From an optimization exercise on the open Yosys and OpenROAD flow, aimed at small area; shortcuts taken in it are not production practice. The RTL was checked by simulation tests, not by an equivalence proof against the original design. No activity file was given, so power comes from the tool's default toggle rates.

==> inputs of run R <==
==> flow/design.v (excerpt) <==
module cpu#(
  parameter CLOCK_HZ = 27_000_000
) (
  input  rst,
  input  clk,
  input  irq,
  output dmem_ren,
  output dmem_wen,
  output dmem_byt,
  output [14-1:0] dmem_addr,
  input  [15:0] dmem_rdata,
  output [15:0] dmem_wdata,
  output pmem_wenh, pmem_wenl,
  output [14-1:0] pmem_addr,
  input  [17:0] pmem_rdata,
  output [17:0] pmem_wdata
);
export LEC_CHECK = 0
export CAP_MARGIN = 10
export CORE_MARGIN = 2
export CORE_UTILIZATION = 50
export CTS_BUF_LIST = sky130_fd_sc_hd__clkbuf_8
export CTS_CLUSTER_DIAMETER = 50
export CTS_CLUSTER_SIZE = 16
export SLEW_MARGIN = 10
export SYNTH_HIERARCHICAL = 1
create_clock -name core_clock -period 11.5 [get_ports {clk}]
standard.sh (not shown) runs the stock make flow with config.mk's settings and CLKGATE_MAP_FILE= SYNTH_SCRIPT=/design/flow/synth_recipe.tcl, a recipe that flattens the netlist after the stock synthesis.
==> flow/flow/run.sh <==
#!/bin/bash
set -euo pipefail
bash standard.sh \
  "BUFFER_PORTS_ARGS=-buffer_cell sky130_fd_sc_hd__buf_1" \
  "CTS_ARGS=-sink_clustering_enable -repair_clock_nets -sink_clustering_size 18 -sink_clustering_max_diameter 55 -buf_list sky130_fd_sc_hd__clkbuf_8 -dont_use_dummy_load" \
  finish > flow.log 2>&1
==> run Z (differences from run R) <==
--- a/flow/design.v
+++ b/flow/design.v
@@ -12,11 +12,11 @@
 wire [15:0] q = a ^ {16{is_sub}};
 wire [15:0] sum;
 wire co;
 add16 add(.x(p), .y(q), .ci(is_sub), .s(sum), .co(co));
 wire cf = ~co;
-wire zf = sum == 16'd0;     
+wire zf = a == b;           
 wire of = (b[15] & ~a[15] & ~sum[15]) | (~b[15] & a[15] & sum[15]);
 wire lt = sum[15] ^ of;
 wire left = sel[1];
 wire fill = sel[0] & s1[15];
 wire [15:0] sh;
@@ -58,22 +58,25 @@
     3'd5: flag = cf | zf;
     default: flag = 1'b0;
   endcase
 end
 wire [15:0] shl = rev16(sh);
-wire [15:0] lut;
-wire [15:0] lx;
-genvar k;
-generate
-  for (k = 0; k < 16; k = k + 1) begin : outbit
-    wire [3:0] tk = (k == 15) ? t15 : t;
-    mux4_g lm(.d0(tk[0]), .d1(tk[1]), .d2(tk[2]), .d3(tk[3]), .s0(b[k]), .s1(ax[k]), .y(lut[k]));
-    ao4_g om(.e1(en_sum), .d1(sum[k]), .e2(f_shr), .d2(sh[k]), .e3(f_shl), .d3(shl[k]),
-             .e4(f_mul), .d4(prod[k]), .x(lx[k]), .y(out[k]));
-  end
-endgenerate
-assign lx = {lut[15:1], lut[0] | (f_cmp & flag)};
+logic [15:0] r;
+integer k;
+always @* begin
+  for (k = 0; k < 16; k = k + 1)
+    r[k] = (en_sum & sum[k])
+         | lut2(k == 15 ? t15 : t, ax[k], b[k])
+         | (f_shr & sh[k])
+         | (f_shl & shl[k])
+         | (f_mul & prod[k]);
+  r[0] = r[0] | (f_cmp & flag);
+end
+assign out = r;
+function lut2(input [3:0] tt, input x, input y);
+  lut2 = (tt[3] & x & y) | (tt[2] & x & ~y) | (tt[1] & ~x & y) | (tt[0] & ~x & ~y);
+endfunction
 function [15:0] rev16(input [15:0] x);
   integer k;
   begin
     for (k = 0; k < 16; k = k + 1)
       rev16[k] = x[15-k];
@@ -106,24 +109,12 @@
   for (i = 1; i < 8; i = i + 1) begin : hi
     fa fa0(.a(x[8+i]), .b(y[8+i]), .c(c0[i]), .s(s0[i]), .co(c0[i+1]));
     fa fa1(.a(x[8+i]), .b(y[8+i]), .c(c1[i]), .s(s1[i]), .co(c1[i+1]));
   end
 endgenerate
-wire c8_n = ~c[8];
-wire [8:0] hs0 = {c0[8], s0};
-wire [8:0] hs1 = {c1[8], s1};
-wire [8:0] n1, n0, hs;
-genvar j;
-generate
-  for (j = 0; j < 9; j = j + 1) begin : pick
-    nand2_g g1(.a(c[8]), .b(hs1[j]), .y(n1[j]));
-    nand2_g g0(.a(c8_n), .b(hs0[j]), .y(n0[j]));
-    nand2_g g2(.a(n1[j]), .b(n0[j]), .y(hs[j]));
-  end
-endgenerate
-assign s[15:8] = hs[7:0];
-assign co = hs[8];
+assign s[15:8] = c[8] ? s1 : s0;
+assign co = c[8] ? c1[8] : c0[8];
 endmodule
 module ha(input a, input b, output s, output co);
 assign s = a ^ b;
 assign co = a & b;
 endmodule
@@ -143,20 +134,11 @@
     mux2i_g m2(.a(l1[i]), .b(i + 2 < 16 ? l1[i+2] : fill), .s(n[1]), .y(l2[i]));
     mux2i_g m3(.a(l2[i]), .b(i + 4 < 16 ? l2[i+4] : ~fill), .s(n[2]), .y(l3[i]));
     mux2i_g m4(.a(l3[i]), .b(i + 8 < 16 ? l3[i+8] : fill), .s(n[3]), .y(l4[i]));
   end
 endgenerate
-wire big = n[15:4] != 12'd0;
-wire nbf = ~(big & fill);
-o21ai_g ov[15:0] (.a1(big), .a2(l4), .b1(nbf), .y(y));
-endmodule
-module mux4_g(input d0, input d1, input d2, input d3, input s0, input s1, output y);
-assign y = s1 ? (s0 ? d3 : d2) : (s0 ? d1 : d0);
-endmodule
-module ao4_g(input e1, input d1, input e2, input d2, input e3, input d3,
-             input e4, input d4, input x, output y);
-assign y = (e1 & d1) | (e2 & d2) | (e3 & d3) | (e4 & d4) | x;
+assign y = (n[15:4] != 12'd0) ? {16{fill}} : ~l4;
 endmodule
 module mux2i_g(input a, input b, input s, output y);
 assign y = ~(s ? b : a);
 endmodule
 module sel3(input u, input d, input h, input a, input b, input c, output y);
@@ -172,14 +154,10 @@
 wire n1, n2;
 a222oi_g g1(.a1(e1), .a2(d1), .b1(e2), .b2(d2), .c1(e3), .c2(d3), .y(n1));
 a22oi_g g2(.a1(e4), .a2(d4), .b1(e5), .b2(d5), .y(n2));
 nand2_g g3(.a(n1), .b(n2), .y(y));
 endmodule
-module ao4(input e1, input d1, input e2, input d2, input e3, input d3,
-           input e4, input d4, output y);
-assign y = (e1 & d1) | (e2 & d2) | (e3 & d3) | (e4 & d4);
-endmodule
 module nand2_g(input a, input b, output y);
 assign y = ~(a & b);
 endmodule
 module o21ai_g(input a1, input a2, input b1, output y);
 assign y = ~((a1 | a2) & b1);
@@ -190,11 +168,12 @@
 module a22oi_g(input a1, input a2, input b1, input b2, output y);
 assign y = ~((a1 & a2) | (b1 & b2));
 endmodule
 module decoder(
   input [17:0] insn,
-  output [15:0] imm,
+  output sign,
+  output [15:0] imm_mask,
   output [2:0] src_a,
   output [1:0] src_b,
   output [5:0] alu_sel,
   output wr_stk1,
   output pop,
@@ -207,18 +186,15 @@
   output cpop,
   output cpush,
   output byt,
   output dmem_ren,
   output dmem_wen,
-  output set_ien,
+  output set_ien, clear_ien,
   output call,
   output pmem_wenh, pmem_wenl
 );
-logic sign, clear_ien;
-logic [15:0] imm_mask;
 assign imm_mask = calc_imm_mask(insn[17:14]);
-assign imm = (insn[15:0] & imm_mask) | (sign ? {~imm_mask[15:10], 10'd0} : 16'd0);
 assign {sign, src_a, src_b, alu_sel,
   load_stk, load_fp, load_gp, load_ip, load_isr,
   push, pop, cpush, cpop,
   wr_stk1, byt, dmem_ren, dmem_wen,
   set_ien, clear_ien, call, pmem_wenh, pmem_wenl} = decode(insn);
@@ -737,20 +713,21 @@
   end else begin
     reg1 <= ~reg2;
     reg2 <= reg1;
   end
 end
-logic wr_stk1;
-logic [15:0] imm;
+logic sign, wr_stk1;
+logic [15:0] imm_mask;
 logic [2:0] d_src_a;
 logic [1:0] d_src_b;
 logic [5:0] d_alu;
 logic d_pop, d_push, d_stk, d_fp, d_gp, d_ip, d_isr, d_cpop, d_cpush, d_byt,
-  d_ren, d_wen, d_set_ien, d_call, d_wenh, d_wenl;
+  d_ren, d_wen, d_set_ien, d_clear_ien, d_call, d_wenh, d_wenl;
 decoder decoder(
   .insn(insn),
-  .imm(imm),
+  .sign(sign),
+  .imm_mask(imm_mask),
   .src_a(d_src_a),
   .src_b(d_src_b),
   .alu_sel(d_alu),
   .wr_stk1(wr_stk1),
   .pop(d_pop),
@@ -764,10 +741,11 @@
   .cpush(d_cpush),
   .byt(d_byt),
   .dmem_ren(d_ren),
   .dmem_wen(d_wen),
   .set_ien(d_set_ien),
+  .clear_ien(d_clear_ien),
   .call(d_call),
   .pmem_wenh(d_wenh),
   .pmem_wenl(d_wenl)
 );
 wire irq_masked = ien & irq;
@@ -782,11 +760,11 @@
 wire load_isr = d_isr & xp;
 wire load_ip  = ((d_ip | irq_pend) & ph_exec) | (ph_fetch & ~irq_masked);
 wire cpop     = d_cpop & xp;
 wire cpush    = (d_cpush | irq_pend) & ph_dec;
 wire set_ien  = d_set_ien & xp;
-wire clear_ien = irq_pend & ph_exec;    
+wire clear_ien = (d_clear_ien | irq_pend) & ph_exec;
 assign dmem_ren  = ph_rdmem & d_ren;
 assign dmem_wen  = d_wen & xp;
 assign dmem_byt  = d_byt & np;
 assign pmem_wenh = d_wenh & xp;
 assign pmem_wenl = d_wenl & xp;
@@ -808,12 +786,13 @@
 wire s0_h    = ~load_stk & ~pop & ~push;
 wire [15:0] stack0_next;
 ao5 s0_lo_sel[7:0] (.e1(s0_alu), .d1(alu_out[7:0]), .e2(s0_lo), .d2(dmem_rdata[7:0]),
   .e3(s0_hi), .d3(dmem_rdata[15:8]), .e4(s0_po), .d4(stack1[7:0]), .e5(s0_h), .d5(stack0[7:0]),
   .y(stack0_next[7:0]));
-ao4 s0_hi_sel[15:8] (.e1(s0_alu), .d1(alu_out[15:8]), .e2(s0_up), .d2(dmem_rdata[15:8]),
-  .e3(s0_po), .d3(stack1[15:8]), .e4(s0_h), .d4(stack0[15:8]), .y(stack0_next[15:8]));
+ao5 s0_hi_sel[15:8] (.e1(s0_alu), .d1(alu_out[15:8]), .e2(s0_up), .d2(dmem_rdata[15:8]),
+  .e3(1'b0), .d3(1'b0), .e4(s0_po), .d4(stack1[15:8]), .e5(s0_h), .d5(stack0[15:8]),
+  .y(stack0_next[15:8]));
 always @(posedge clk, posedge rst) begin
   if (rst)
     stack0 <= 16'd0;
   else
     stack0 <= stack0_next;
@@ -907,20 +886,21 @@
 always @(posedge clk) begin
   for (i = 0; i < 15; i = i + 1)
     cp[i] <= cp_next[i];
   cp[15] <= ~cp[14];
 end
-logic [15:0] src_a, src_b;
+logic [15:0] src_a, src_b, imm;
 wire a_fp   = ph_half & np & (d_src_a == 3'h1);
 wire a_gp   = ph_half & np & (d_src_a == 3'h2);
 wire a_ip   = ~ph_half | (d_src_a == 3'h3) | irq_pend | (d_call & ph_dec);
 wire a_cstk = ph_half & np & (d_src_a == 3'h4);
 assign src_a = a_fp ? fp
              : a_gp ? gp
              : a_ip ? ip
              : a_cstk ? cstack0
              : stack0;
+assign imm = (insn[15:0] & imm_mask) | (sign ? {~imm_mask[15:10], 10'd0} : 16'd0);
 assign src_b = irq_pend ? isr
              : d_src_b == 2'h0 ? stack1
              : d_src_b == 2'h1 ? imm
              : isr;
 wire [5:0] alu_sel = ph_exec ? (irq_pend ? 6'h0f : d_alu)
@@ -966,12 +946,16 @@
   if (rst)
     insn <= 18'd0;
   else if (ph_fetch)
     insn <= pmem_rdata;
 end
-always @(posedge clk)
-  addr_d0 <= alu_out[0];
+always @(posedge clk, posedge rst) begin
+  if (rst)
+    addr_d0 <= 1'b0;
+  else
+    addr_d0 <= alu_out[0];
+end
 always @(posedge clk, posedge rst) begin
   if (rst)
     ien <= 1'b1;
   else if (set_ien)
     ien <= 1'b1;
==> flow/flow/run.sh (replaced) <==
#!/bin/bash
set -euo pipefail
bash standard.sh \
  "BUFFER_PORTS_ARGS=-buffer_cell sky130_fd_sc_hd__buf_1" \
  "CTS_ARGS=-sink_clustering_enable -repair_clock_nets -sink_clustering_size 16 -sink_clustering_max_diameter 50 -buf_list sky130_fd_sc_hd__clkbuf_8 -dont_use_dummy_load" \
  finish > flow.log 2>&1
Settings changed: CAP_MARGIN 10 to 20, CORE_UTILIZATION 50 to 45, SLEW_MARGIN 10 to 20.
==> run G (differences from run R) <==
--- a/flow/design.v
+++ b/flow/design.v
@@ -106,24 +106,12 @@
   for (i = 1; i < 8; i = i + 1) begin : hi
     fa fa0(.a(x[8+i]), .b(y[8+i]), .c(c0[i]), .s(s0[i]), .co(c0[i+1]));
     fa fa1(.a(x[8+i]), .b(y[8+i]), .c(c1[i]), .s(s1[i]), .co(c1[i+1]));
   end
 endgenerate
-wire c8_n = ~c[8];
-wire [8:0] hs0 = {c0[8], s0};
-wire [8:0] hs1 = {c1[8], s1};
-wire [8:0] n1, n0, hs;
-genvar j;
-generate
-  for (j = 0; j < 9; j = j + 1) begin : pick
-    nand2_g g1(.a(c[8]), .b(hs1[j]), .y(n1[j]));
-    nand2_g g0(.a(c8_n), .b(hs0[j]), .y(n0[j]));
-    nand2_g g2(.a(n1[j]), .b(n0[j]), .y(hs[j]));
-  end
-endgenerate
-assign s[15:8] = hs[7:0];
-assign co = hs[8];
+assign s[15:8] = c[8] ? s1 : s0;
+assign co = c[8] ? c1[8] : c0[8];
 endmodule
 module ha(input a, input b, output s, output co);
 assign s = a ^ b;
 assign co = a & b;
 endmodule
@@ -143,13 +131,11 @@
     mux2i_g m2(.a(l1[i]), .b(i + 2 < 16 ? l1[i+2] : fill), .s(n[1]), .y(l2[i]));
     mux2i_g m3(.a(l2[i]), .b(i + 4 < 16 ? l2[i+4] : ~fill), .s(n[2]), .y(l3[i]));
     mux2i_g m4(.a(l3[i]), .b(i + 8 < 16 ? l3[i+8] : fill), .s(n[3]), .y(l4[i]));
   end
 endgenerate
-wire big = n[15:4] != 12'd0;
-wire nbf = ~(big & fill);
-o21ai_g ov[15:0] (.a1(big), .a2(l4), .b1(nbf), .y(y));
+assign y = (n[15:4] != 12'd0) ? {16{fill}} : ~l4;
 endmodule
 module mux4_g(input d0, input d1, input d2, input d3, input s0, input s1, output y);
 assign y = s1 ? (s0 ? d3 : d2) : (s0 ? d1 : d0);
 endmodule
 module ao4_g(input e1, input d1, input e2, input d2, input e3, input d3,
@@ -172,14 +158,10 @@
 wire n1, n2;
 a222oi_g g1(.a1(e1), .a2(d1), .b1(e2), .b2(d2), .c1(e3), .c2(d3), .y(n1));
 a22oi_g g2(.a1(e4), .a2(d4), .b1(e5), .b2(d5), .y(n2));
 nand2_g g3(.a(n1), .b(n2), .y(y));
 endmodule
-module ao4(input e1, input d1, input e2, input d2, input e3, input d3,
-           input e4, input d4, output y);
-assign y = (e1 & d1) | (e2 & d2) | (e3 & d3) | (e4 & d4);
-endmodule
 module nand2_g(input a, input b, output y);
 assign y = ~(a & b);
 endmodule
 module o21ai_g(input a1, input a2, input b1, output y);
 assign y = ~((a1 | a2) & b1);
@@ -190,11 +172,12 @@
 module a22oi_g(input a1, input a2, input b1, input b2, output y);
 assign y = ~((a1 & a2) | (b1 & b2));
 endmodule
 module decoder(
   input [17:0] insn,
-  output [15:0] imm,
+  output sign,
+  output [15:0] imm_mask,
   output [2:0] src_a,
   output [1:0] src_b,
   output [5:0] alu_sel,
   output wr_stk1,
   output pop,
@@ -207,18 +190,15 @@
   output cpop,
   output cpush,
   output byt,
   output dmem_ren,
   output dmem_wen,
-  output set_ien,
+  output set_ien, clear_ien,
   output call,
   output pmem_wenh, pmem_wenl
 );
-logic sign, clear_ien;
-logic [15:0] imm_mask;
 assign imm_mask = calc_imm_mask(insn[17:14]);
-assign imm = (insn[15:0] & imm_mask) | (sign ? {~imm_mask[15:10], 10'd0} : 16'd0);
 assign {sign, src_a, src_b, alu_sel,
   load_stk, load_fp, load_gp, load_ip, load_isr,
   push, pop, cpush, cpop,
   wr_stk1, byt, dmem_ren, dmem_wen,
   set_ien, clear_ien, call, pmem_wenh, pmem_wenl} = decode(insn);
@@ -737,20 +717,21 @@
   end else begin
     reg1 <= ~reg2;
     reg2 <= reg1;
   end
 end
-logic wr_stk1;
-logic [15:0] imm;
+logic sign, wr_stk1;
+logic [15:0] imm_mask;
 logic [2:0] d_src_a;
 logic [1:0] d_src_b;
 logic [5:0] d_alu;
 logic d_pop, d_push, d_stk, d_fp, d_gp, d_ip, d_isr, d_cpop, d_cpush, d_byt,
-  d_ren, d_wen, d_set_ien, d_call, d_wenh, d_wenl;
+  d_ren, d_wen, d_set_ien, d_clear_ien, d_call, d_wenh, d_wenl;
 decoder decoder(
   .insn(insn),
-  .imm(imm),
+  .sign(sign),
+  .imm_mask(imm_mask),
   .src_a(d_src_a),
   .src_b(d_src_b),
   .alu_sel(d_alu),
   .wr_stk1(wr_stk1),
   .pop(d_pop),
@@ -764,10 +745,11 @@
   .cpush(d_cpush),
   .byt(d_byt),
   .dmem_ren(d_ren),
   .dmem_wen(d_wen),
   .set_ien(d_set_ien),
+  .clear_ien(d_clear_ien),
   .call(d_call),
   .pmem_wenh(d_wenh),
   .pmem_wenl(d_wenl)
 );
 wire irq_masked = ien & irq;
@@ -782,11 +764,11 @@
 wire load_isr = d_isr & xp;
 wire load_ip  = ((d_ip | irq_pend) & ph_exec) | (ph_fetch & ~irq_masked);
 wire cpop     = d_cpop & xp;
 wire cpush    = (d_cpush | irq_pend) & ph_dec;
 wire set_ien  = d_set_ien & xp;
-wire clear_ien = irq_pend & ph_exec;    
+wire clear_ien = (d_clear_ien | irq_pend) & ph_exec;
 assign dmem_ren  = ph_rdmem & d_ren;
 assign dmem_wen  = d_wen & xp;
 assign dmem_byt  = d_byt & np;
 assign pmem_wenh = d_wenh & xp;
 assign pmem_wenl = d_wenl & xp;
@@ -808,12 +790,13 @@
 wire s0_h    = ~load_stk & ~pop & ~push;
 wire [15:0] stack0_next;
 ao5 s0_lo_sel[7:0] (.e1(s0_alu), .d1(alu_out[7:0]), .e2(s0_lo), .d2(dmem_rdata[7:0]),
   .e3(s0_hi), .d3(dmem_rdata[15:8]), .e4(s0_po), .d4(stack1[7:0]), .e5(s0_h), .d5(stack0[7:0]),
   .y(stack0_next[7:0]));
-ao4 s0_hi_sel[15:8] (.e1(s0_alu), .d1(alu_out[15:8]), .e2(s0_up), .d2(dmem_rdata[15:8]),
-  .e3(s0_po), .d3(stack1[15:8]), .e4(s0_h), .d4(stack0[15:8]), .y(stack0_next[15:8]));
+ao5 s0_hi_sel[15:8] (.e1(s0_alu), .d1(alu_out[15:8]), .e2(s0_up), .d2(dmem_rdata[15:8]),
+  .e3(1'b0), .d3(1'b0), .e4(s0_po), .d4(stack1[15:8]), .e5(s0_h), .d5(stack0[15:8]),
+  .y(stack0_next[15:8]));
 always @(posedge clk, posedge rst) begin
   if (rst)
     stack0 <= 16'd0;
   else
     stack0 <= stack0_next;
@@ -907,20 +890,21 @@
 always @(posedge clk) begin
   for (i = 0; i < 15; i = i + 1)
     cp[i] <= cp_next[i];
   cp[15] <= ~cp[14];
 end
-logic [15:0] src_a, src_b;
+logic [15:0] src_a, src_b, imm;
 wire a_fp   = ph_half & np & (d_src_a == 3'h1);
 wire a_gp   = ph_half & np & (d_src_a == 3'h2);
 wire a_ip   = ~ph_half | (d_src_a == 3'h3) | irq_pend | (d_call & ph_dec);
 wire a_cstk = ph_half & np & (d_src_a == 3'h4);
 assign src_a = a_fp ? fp
              : a_gp ? gp
              : a_ip ? ip
              : a_cstk ? cstack0
              : stack0;
+assign imm = (insn[15:0] & imm_mask) | (sign ? {~imm_mask[15:10], 10'd0} : 16'd0);
 assign src_b = irq_pend ? isr
              : d_src_b == 2'h0 ? stack1
              : d_src_b == 2'h1 ? imm
              : isr;
 wire [5:0] alu_sel = ph_exec ? (irq_pend ? 6'h0f : d_alu)
==> flow/flow/run.sh (replaced) <==
#!/bin/bash
set -euo pipefail
bash standard.sh \
  "BUFFER_PORTS_ARGS=-buffer_cell sky130_fd_sc_hd__buf_1" \
  "CTS_ARGS=-sink_clustering_enable -repair_clock_nets -sink_clustering_size 20 -sink_clustering_max_diameter 60 -buf_list sky130_fd_sc_hd__clkbuf_8 -dont_use_dummy_load" \
  "RECOVER_POWER=100" \
  finish > flow.log 2>&1
Settings changed: CORE_UTILIZATION 50 to 45.
==> impl_table.tex <==
\begin{tabular}{lr}
\hline
Metric & Value \\
\hline
\multicolumn{2}{l}{\textbf{STA}} \\
Layout Skew & 107 ps \\
\multicolumn{2}{l}{\textbf{Status}} \\
Outcome & no timing/DRC/antenna violations \\
\multicolumn{2}{l}{\textbf{Layout}} \\
Fill cell count & 5,146 \\
Clock buf count & 52 \\
\multicolumn{2}{l}{\textbf{Global routing}} \\
Global-route met3 utilization & 4.44\% \\
Global-route wire length before repair & 114,000 µm \\
\multicolumn{2}{l}{\textbf{Yosys}} \\
Simple-gate portion of the synthesized area & 9.25\% \\
Post-synthesis sequential area ratio & 46.1\% \\
\multicolumn{2}{l}{\textbf{Critical path}} \\
Slack of the worst reg-to-reg path & 1660 ps \\
\multicolumn{2}{l}{\textbf{Place}} \\
Placed insts & 3,406 \\
\multicolumn{2}{l}{\textbf{Drt}} \\
Met3 wire length & 4450 µm \\
\hline
\end{tabular}
-- figures above: run R

==> impl_table.tex <==
\begin{tabular}{lr}
\hline
Metric & Value \\
\hline
\multicolumn{2}{l}{\textbf{Drt}} \\
Met3 wire length & 4780 µm \\
\multicolumn{2}{l}{\textbf{Yosys}} \\
Simple-gate portion of the synthesized area & 9.27\% \\
Post-Synth Adder-Cell Area & 7.97\% \\
Number of enable-type register cells in the synthesized netlist & 0 \\
\multicolumn{2}{l}{\textbf{Global routing}} \\
Global-route wire length before repair & 118,000 µm \\
Fraction of met2 tracks used by global routing & 34.2\% \\
Global-route met3 utilization & 4.37\% \\
\multicolumn{2}{l}{\textbf{Power and ir drop}} \\
Sequential cell power & 3500 µW \\
Switching fraction of total power & 43.1\% \\
P\_comb & 5990 µW \\
\multicolumn{2}{l}{\textbf{Min path}} \\
End of the worst hold path & sp[15][15] \\
Number of cells traversed by the worst hold path & 1 \\
\multicolumn{2}{l}{\textbf{STA}} \\
Layout Skew & 108 ps \\
\multicolumn{2}{l}{\textbf{Place}} \\
Placed insts & 3,577 \\
\multicolumn{2}{l}{\textbf{Layout}} \\
Clock buf count & 70 \\
Fill cell count & 5,939 \\
Filler-free cell count of the finished design & 3,651 \\
\multicolumn{2}{l}{\textbf{Status}} \\
Outcome & no timing/DRC/antenna violations \\
\multicolumn{2}{l}{\textbf{Run}} \\
Max-Cap Viols & 0 \\
\hline
\end{tabular}
-- figures above: run Z

==> impl_table.tex <==
\begin{tabular}{lr}
\hline
Metric & Value \\
\hline
\multicolumn{2}{l}{\textbf{Run}} \\
Max-Cap Viols & 7 \\
\multicolumn{2}{l}{\textbf{Layout}} \\
Fill cell count & 6,002 \\
Clock buf count & 48 \\
Nets@finish & 2,874 \\
\multicolumn{2}{l}{\textbf{Place}} \\
Placed insts & 3,522 \\
\multicolumn{2}{l}{\textbf{STA}} \\
Layout Skew & 167 ps \\
Max-slew violation count & 621 \\
\multicolumn{2}{l}{\textbf{Drt}} \\
Met3 wire length & 4790 µm \\
\multicolumn{2}{l}{\textbf{Status}} \\
Layout checks that failed & max-capacitance violations, max-slew violations \\
Outcome & failed layout checks \\
\multicolumn{2}{l}{\textbf{Yosys}} \\
Post-synthesis sequential area ratio & 45.8\% \\
Simple-gate portion of the synthesized area & 9.14\% \\
\multicolumn{2}{l}{\textbf{Global routing}} \\
Global-route met3 utilization & 3.91\% \\
Global-route wire length before repair & 116,000 µm \\
\hline
\end{tabular}
-- figures above: run G

-- separate check: timing with driven ports --
The results above use ideal ports. As a check the final layouts listed here were re-extracted and re-timed, cells and wires unchanged.
Step 1, drivers: a clkbuf_16 drives clk and a buf_2 each remaining input, both assumed.
Step 2 times the ports against the registers' clock, not the clock port: input delays grow and output delays shrink by t, the midpoint of the rising clock arrivals with the driver on.
Slacks: ideal ports / drivers / drivers and shift; pairs: ideal ports / drivers.
| run | t, ns | setup WS [ns] | clock arrival spread, ns | slew at the worst register clock pin (ns) | worst data-port slew with drivers (ns) |
|---|---|---|---|---|---|
| run R | 0.700 | 0.491 / 0.433 / 1.133 | 0.107 / 0.107 | 0.11 / 0.11 | 0.04 |
| run Z | 0.691 | 0.392 / 0.338 / 1.028 | 0.119 / 0.119 | 0.10 / 0.10 | 0.04 |
| run G | 0.702 | 0.438 / 0.373 / 1.057 | 0.169 / 0.169 | 0.12 / 0.12 | 0.07 |
